What follows belongs to an exercise in optimizing a design on an open flow for small area and a short achievable clock period; a production flow would make more cautious choices.
RTL that was checked went through simulation tests only; none was proved equivalent to the original.

==> job 7645 <==
## cordic_stage
module cordic_stage (clk, reset, X_i, Y_i, Z_i, X_O, Y_O, Z_O);
  input clk;
  input reset;
  input  signed [15:0] X_i;
  input  signed [15:0] Y_i;
  input  signed [15:0] Z_i;
  output signed [15:0] X_O;
  output signed [15:0] Y_O;
  output signed [15:0] Z_O;
  reg [16*15-1:0] ws;
  reg [16*15-1:0] vs;
  reg [14:0] q;
  reg [14:0] n;
  reg signed [13:0] z1;
  reg signed [13:0] z2;
  reg signed [12:0] z3;
  reg signed [11:0] z4;
  reg signed [10:0] z5;
  reg signed [9:0]  z6;
  reg signed [8:0]  z7;
  reg signed [7:0]  z8;
  reg signed [6:0]  z9;
  reg signed [5:0]  z10;
  reg signed [4:0]  z11;
  reg signed [3:0]  z12;
  reg signed [2:0]  z13;
  reg signed [1:0]  z14;
  reg               z15;
  reg               z15c, z15i;
  reg        [2:0]  zo;
  reg [15:0] xo, yo;
  reg [1:0]  wfl, vfl;
  reg [1:0]  k0x, k0y;
  reg        c1x;
  reg [1:0]  txr, tyr;
  wire qi = Z_i[15] ^ Z_i[14];
  always @(posedge clk) begin
    ws[15:0] <= X_i ^ {16{qi}};
    vs[15:0] <= Y_i ^ {16{Z_i[15]}};
    q[0]     <= qi;
    n[0]     <= Z_i[14];
    z1       <= {~Z_i[13], Z_i[12:0]};
  end
  wire [13:0] dnext = {z14[1], z13[2], z12[3], z11[4], z10[5], z9[6], z8[7],
                       z7[8], z6[9], z5[10], z4[11], z3[12], z2[13], z1[13]};
  wire signed [13:0] z2n;
  wire [15:0] w1n, v1n;
  cordic_iter #(.J(0), .WI(14), .WO(14), .A(4836)) it0 (.w(ws[15:0]), .v(vs[15:0]),
    .n(n[0]), .q(q[0]), .z(z1), .wo(w1n), .vo(v1n), .zo(z2n));
  wire signed [12:0] z3n;
  wire [15:0] w2n, v2n;
  cordic_iter #(.J(1), .WI(14), .WO(13), .A(2555)) it1 (.w(ws[31:16]), .v(vs[31:16]),
    .n(n[1]), .q(q[1]), .z(z2), .wo(w2n), .vo(v2n), .zo(z3n));
  wire signed [11:0] z4n;
  wire [15:0] w3n, v3n;
  cordic_iter #(.J(2), .WI(13), .WO(12), .A(1297)) it2 (.w(ws[47:32]), .v(vs[47:32]),
    .n(n[2]), .q(q[2]), .z(z3), .wo(w3n), .vo(v3n), .zo(z4n));
  wire signed [10:0] z5n;
  wire [15:0] w4n, v4n;
  cordic_iter #(.J(3), .WI(12), .WO(11), .A(651)) it3 (.w(ws[63:48]), .v(vs[63:48]),
    .n(n[3]), .q(q[3]), .z(z4), .wo(w4n), .vo(v4n), .zo(z5n));
  wire signed [9:0] z6n;
  wire [15:0] w5n, v5n;
  ...
make LEC_CHECK=0 CAP_MARGIN=20 CORE_MARGIN=2 CORE_UTILIZATION=40 CTS_CLUSTER_DIAMETER=100 CTS_CLUSTER_SIZE=22 SETUP_SLACK_MARGIN=1.2 SLEW_MARGIN=20 finish   # period 3.65 ns
run.sh (not shown) runs the stock make flow with config.mk's settings and CLKGATE_MAP_FILE= SYNTH_SCRIPT=/design/flow/synth_recipe.tcl, a recipe that flattens the netlist after the stock synthesis.
==> job 7724 (differences from job 7645) <==
Settings changed: CORE_UTILIZATION 40 to 70, PLACE_DENSITY set to 0.85, SYNTH_HIERARCHICAL set to 1, SYNTH_MINIMUM_KEEP_SIZE set to 0.
==> results by group <==
Yosys
  – Syn. warnings: 24
  – Mapped Area: about 0.036 mm²

Clocking
  – Post-CTS Resized: about 300
  – Clock Latency Late Sink: just under 0.6 ns

Worst setup path
  – Crit-path cells: inv_1 > ha_4 > and3_1 > a31o_4 > o41a_1 > or4_4 > nor4_4 > a41oi_2 > xnor2_1
  – CP Data Arrival Time: between 3 and 4 ns

Floorplanning
  – Tap cells: 1165

GRT
  – Vias in the first global route: 24459

Hold path
  – Hold EP: z2[0]$_DFF_P_

Status
  – Status: timing/DRC/antenna clean
(the above is from job 7645)
==> results by group <==
Layout
  – Count of multi-input gates: around 3000

Worst setup path
  – CP Data Arrival Time: 3.04 ns

Clocking
  – Post-CTS Resized: 63
  – Clock Latency Late Sink: approximately 0.57 ns

Floorplanning
  – Tap cells: 748

GRT
  – Vias in the first global route: roughly 27000
  – M1 GR Usage: a little under a third

Hold path
  – Hold EP: zo[2]$_DFF_P_

Status
  – Status: timing/DRC/antenna clean

Yosys
  – Syn. warnings: 30

Route
  – DR top layer: met4
(the above is from job 7724)


==> inputs of wip/yarrow <==
Another version of the RTL of cordic_stage (not shown whole).
Settings: LEC_CHECK=0, CAP_MARGIN=20, CORE_MARGIN=2, CORE_UTILIZATION=40, SETUP_SLACK_MARGIN=0.8, SLEW_MARGIN=20, SYNTH_HIERARCHICAL=1, SYNTH_MINIMUM_KEEP_SIZE=0; clock period 3.65 ns.
==> wip/garnet: changes against wip/yarrow <==
--- a/flow/design.v
+++ b/flow/design.v
@@ -24,14 +24,14 @@
   reg signed [5:0]  z10;
   reg signed [4:0]  z11;
   reg signed [3:0]  z12;
   reg signed [2:0]  z13;
   reg signed [1:0]  z14;
   reg               z15;
-  reg               z15c;
-  reg               zo, zo2;
+  reg               z15c, z15i;
+  reg        [2:0]  zo;
   reg [15:0] xo, yo;
   reg [1:0]  wfl, vfl;
   wire qi = Z_i[15] ^ Z_i[14];
   always @(posedge clk) begin
     ws[15:0] <= X_i ^ {16{qi}};
     vs[15:0] <= Y_i ^ {16{Z_i[15]}};
@@ -143,25 +143,27 @@
     z13 <= z13n;
     z14 <= z14n;
     z15 <= z15n;
     z15c <= z14[0];
     wfl <= w14f;
     vfl <= v14f;
-    zo  <= z15;
-    zo2 <= ~z15c;
+    z15i  <= ~z14[0];
+    zo[0] <= z15;
+    zo[1] <= ~z15c;
+    zo[2] <= z15i;
   end
   wire [15:0] xo_n, yo_n;
   cordic_last last (.w(ws[16*14 +: 16]), .v(vs[16*14 +: 16]), .wf(wfl), .vf(vfl), .d14(n[14]),
                     .d15(z15), .q(q[14]), .xo(xo_n), .yo(yo_n));
   always @(posedge clk) begin
     xo <= xo_n;
     yo <= yo_n;
   end
   assign X_O = xo;
   assign Y_O = yo;
-  assign Z_O = {{8{zo2}}, {8{zo}}};
+  assign Z_O = {{5{zo[2]}}, {5{zo[1]}}, {6{zo[0]}}};
 endmodule
 module cordic_iter (w, v, n, q, z, wo, vo, zo, wf, vf);
   parameter J = 0;
   parameter WI = 14;
   parameter WO = 14;
   parameter A = 0;
@@ -205,13 +207,13 @@
       step[L-1:0] = p ^ c[L-1:0] ^ {L{flip}};
       s   = b[15] ^ inv;
       inc = c[L] & ~s;
       dec = ~c[L] & s;
       ones = 1'b1; zeros = 1'b1;
       for (i = L; i < 16; i = i + 1) begin
-        step[i] = a[i] ^ flip ^ (inc & ones) ^ (dec & zeros);
+        step[i] = a[i] ^ flip ^ (c[L] ? ~s & ones : s & zeros);
         ones  = ones & a[i];
         zeros = zeros & ~a[i];
       end
       o_hi = 1'b1; z_hi = 1'b1;
       for (i = L + 1; i < 15; i = i + 1) begin
         o_hi = o_hi & a[i];
- CTS_CLUSTER_DIAMETER: unset -> 100
- CTS_CLUSTER_SIZE: unset -> 26
- SETUP_SLACK_MARGIN: 0.8 -> 1.0
==> run summary <==
                                                                          wip/yarrow      wip/garnet
Normalized max-slew margin                                                    25.66%          24.87%
Capturing point of the worst reg2reg path                             ws[93]$_DFF_P_  yo[11]$_DFF_P_
Count of placed standard cells in the final layout, fillers left out            5547            5523
Timing endpoint of the critical path                                  ws[93]$_DFF_P_  yo[11]$_DFF_P_
Number of non-clock buffers                                                      151             172
Post-Route M1 WL                                                       34030 microns   32830 microns
Final WS setup                                                             0.8601 ns       0.9452 ns
Number of rows created at floorplan                                              114             115
Gpl congestion                                                                0.8370          0.8503
Num Clock Sinks                                                                  668             670
Startpoint of the tightest hold check path                             z1[1]$_DFF_P_    z15i$_DFF_P_
Outcome                                                     timing/DRC/antenna clean  timing/DRC/antenna clean
Area of the placeable core                                             0.09699 sq mm   0.09813 sq mm
HPWL reported at the end of detailed placement                         62440 microns   64570 microns
Time the worst path needs with I/O delays and setup                         2.790 ns        2.705 ns
Crit path depth                                                                   10              11
Final Cycle Share                                                             76.44%          74.11%
Function was not checked in any run of this note: the RTL went through the layout flow alone.


==> run Z: inputs <==
cordic_stage, a different RTL version from the one above (not shown whole).
clock: 3.65 ns
lec_check: 0
cap_margin: 20
core_margin: 2
core_utilization: 40
cts_cluster_diameter: 100
cts_cluster_size: 22
setup_slack_margin: 1.0
slew_margin: 20
synth_hierarchical: 1
synth_minimum_keep_size: 0
==> run A: changes against run Z <==
--- a/flow/design.v
+++ b/flow/design.v
@@ -28,16 +28,17 @@
   reg signed [1:0]  z14;
   reg               z15;
   reg               z15c, z15i;
   reg        [2:0]  zo;
   reg [15:0] xo, yo;
   reg [1:0]  wfl, vfl;
   reg [1:0]  k0x, k0y;
   reg        c1x;
+  reg [1:0]  txr, tyr;
   wire qi = Z_i[15] ^ Z_i[14];
   always @(posedge clk) begin
     ws[15:0] <= X_i ^ {16{qi}};
     vs[15:0] <= Y_i ^ {16{Z_i[15]}};
     q[0]     <= qi;
     n[0]     <= Z_i[14];
     z1       <= {~Z_i[13], Z_i[12:0]};
   end
@@ -146,24 +147,26 @@
     z14 <= z14n;
     z15 <= z15n;
     z15c <= z14[0];
     wfl <= w14f;
     vfl <= v14f;
     k0x <= {1'b0, ~dnext[13] ^ q[13]} + {1'b0, z14[0] ^ q[13]} + {1'b0, q[13]};
     k0y <= {1'b0, dnext[13] ^ q[13]} + {1'b0, ~z14[0] ^ q[13]} + {1'b0, q[13]};
     c1x <= ~dnext[13] ^ q[13];
+    txr <= v14n[15:14] ^ {2{~dnext[13]}};
+    tyr <= w14n[15:14] ^ {2{dnext[13]}};
     z15i  <= ~z14[0];
     zo[0] <= z15;
     zo[1] <= ~z15c;
     zo[2] <= z15i;
   end
   wire [15:0] xo_n, yo_n;
-  cordic_last last (.w(ws[16*14 +: 16]), .v(vs[16*14 +: 16]), .wf(wfl), .vf(vfl), .d14(n[14]),
-                    .d15(z15), .k0x(k0x), .k0y(k0y), .c1x(c1x), .xo(xo_n), .yo(yo_n));
+  cordic_last last (.w(ws[16*14 +: 16]), .v(vs[16*14 +: 16]), .wf(wfl), .vf(vfl), .tx(txr),
+                    .ty(tyr), .d15(z15), .k0x(k0x), .k0y(k0y), .c1x(c1x), .xo(xo_n), .yo(yo_n));
   always @(posedge clk) begin
     xo <= xo_n;
     yo <= yo_n;
   end
   assign X_O = xo;
   assign Y_O = yo;
   assign Z_O = {{5{zo[2]}}, {5{zo[1]}}, {6{zo[0]}}};
 endmodule
@@ -288,22 +291,23 @@
           ones  = ones & a[k];
           zeros = zeros & ~a[k];
         end
       end
       assign o[15:L] = oh;
     end
   endgenerate
 endmodule
-module cordic_last (w, v, wf, vf, d14, d15, k0x, k0y, c1x, xo, yo);
+module cordic_last (w, v, wf, vf, tx, ty, d15, k0x, k0y, c1x, xo, yo);
   input  [15:0] w;
   input  [15:0] v;
   input  [1:0]  wf;        
   input  [1:0]  vf;        
-  input         d14;       
+  input  [1:0]  tx;        
+  input  [1:0]  ty;        
   input         d15;       
   input  [1:0]  k0x;       
   input  [1:0]  k0y;       
   input         c1x;       
   output [15:0] xo;
   output [15:0] yo;
   function [15:0] addlow;
     input [15:0] a;
@@ -418,18 +422,16 @@
   function signbit;
     input       a15;
     input [1:0] f;
     input [1:0] id;
     begin
       signbit = a15 ^ (id[1] & f[1]) ^ (id[0] & f[0]);
     end
   endfunction
-  wire [1:0] tx   = v[15:14] ^ {2{~d14}};
-  wire [1:0] ty   = w[15:14] ^ {2{d14}};
   wire       w15s = signbit(w[15], wf, sign14_tab({w[2:0], tx, c1x}));
   wire       v15s = signbit(v[15], vf, sign14_tab({v[2:0], ty, ~c1x}));
   wire [6:0] ix   = {w[2:0], tx, k0x};
   wire [6:0] iy   = {v[2:0], ty, k0y};
   wire [15:0] x0 = addlow(w, last_tab0(ix));
   wire [15:0] x1 = addlow(w, last_tab1(ix));
   wire [15:0] y0 = addlow(v, last_tab0(iy));
   wire [15:0] y1 = addlow(v, last_tab1(iy));
- CORE_UTILIZATION: 40 -> 55
- PLACE_DENSITY: unset -> 0.7
- SETUP_SLACK_MARGIN: 1.0 -> 1.2
==> run summary <==
- Run Z produced a clean layout. Run A produced a clean layout.
- In run A the first-iteration DRC count is larger than in run Z, by about 3%.
- Against run Z, the wire length of run A is smaller by about 3.3%.
- Worst setup slack: run Z is worse than run A (210 ps).
- Area after synthesis is about the same in run Z and run A.
- Between run Z and run A, the lower via count is in run Z (gap 0.89%, measured against run A).
- Against run A, the die area of run Z is larger by 37%.
- Of run A and run Z, run Z has the higher clock-buffer cell count (gap 3).
==> figures <==
quantity                                                                    run A           run Z
First-pass GRT wire length                                               122.1 mm        126.3 mm
Number of standard cells in the final layout excluding fillers               5072            5390
Critical path's largest stage delay                                        440 ps          410 ps
Endpoint required time on the critical path                               4160 ps         4180 ps
Number of antenna violations at the first check in global routing               1               0
Max Clock Freq                                                         0.4144 GHz      0.3816 GHz
1st-iter DRT viols                                                           1133            1098
Result of the run                                                  finished clean  finished clean
Wire length on met3                                                      2.012 mm        2.014 mm
Layout-to-synthesis area ratio                                            1.0941x         1.0986x
Number of tap cells inserted                                                  940            1276
FF-to-FF End                                                              ws[155]           xo[4]
Critical hold path startpoint                                                z15i          z10[0]
Area fraction of clock buffers and clock inverters                         2.328%          2.557%
Layout Skew                                                              27.26 ps        27.86 ps

[static timing again, ports no longer ideal]
The results above use ideal ports. As a check the final layouts listed here were re-extracted and re-timed, cells and wires unchanged.
Step 1 assumes that a clkbuf_16 drives the clock port and a buf_2 every other input.
Step 2 adds t to the input delays and takes it off the output delays; t is the mean of the earliest and latest rising clock arrival at the registers after step 1. Input paths then give back, and output paths get back, about the clock's delay inside the block.
Three values: ideal ports, drivers, drivers and shift; two values: the first two.
run	t (ns)	setup WS [ns]	worst data-port slew with drivers (ns)
job 7645	0.639	1.028 / 1.028 / 1.028	0.05
job 7724	0.631	1.096 / 1.096 / 1.096	0.05
wip/yarrow	0.683	0.860 / 0.860 / 0.860	0.05
wip/garnet	0.650	0.945 / 0.945 / 0.945	0.06
run Z	0.645	1.030 / 1.030 / 1.030	0.05
run A	0.645	1.237 / 1.237 / 1.237	0.05
After both steps every run listed still meets setup and hold.
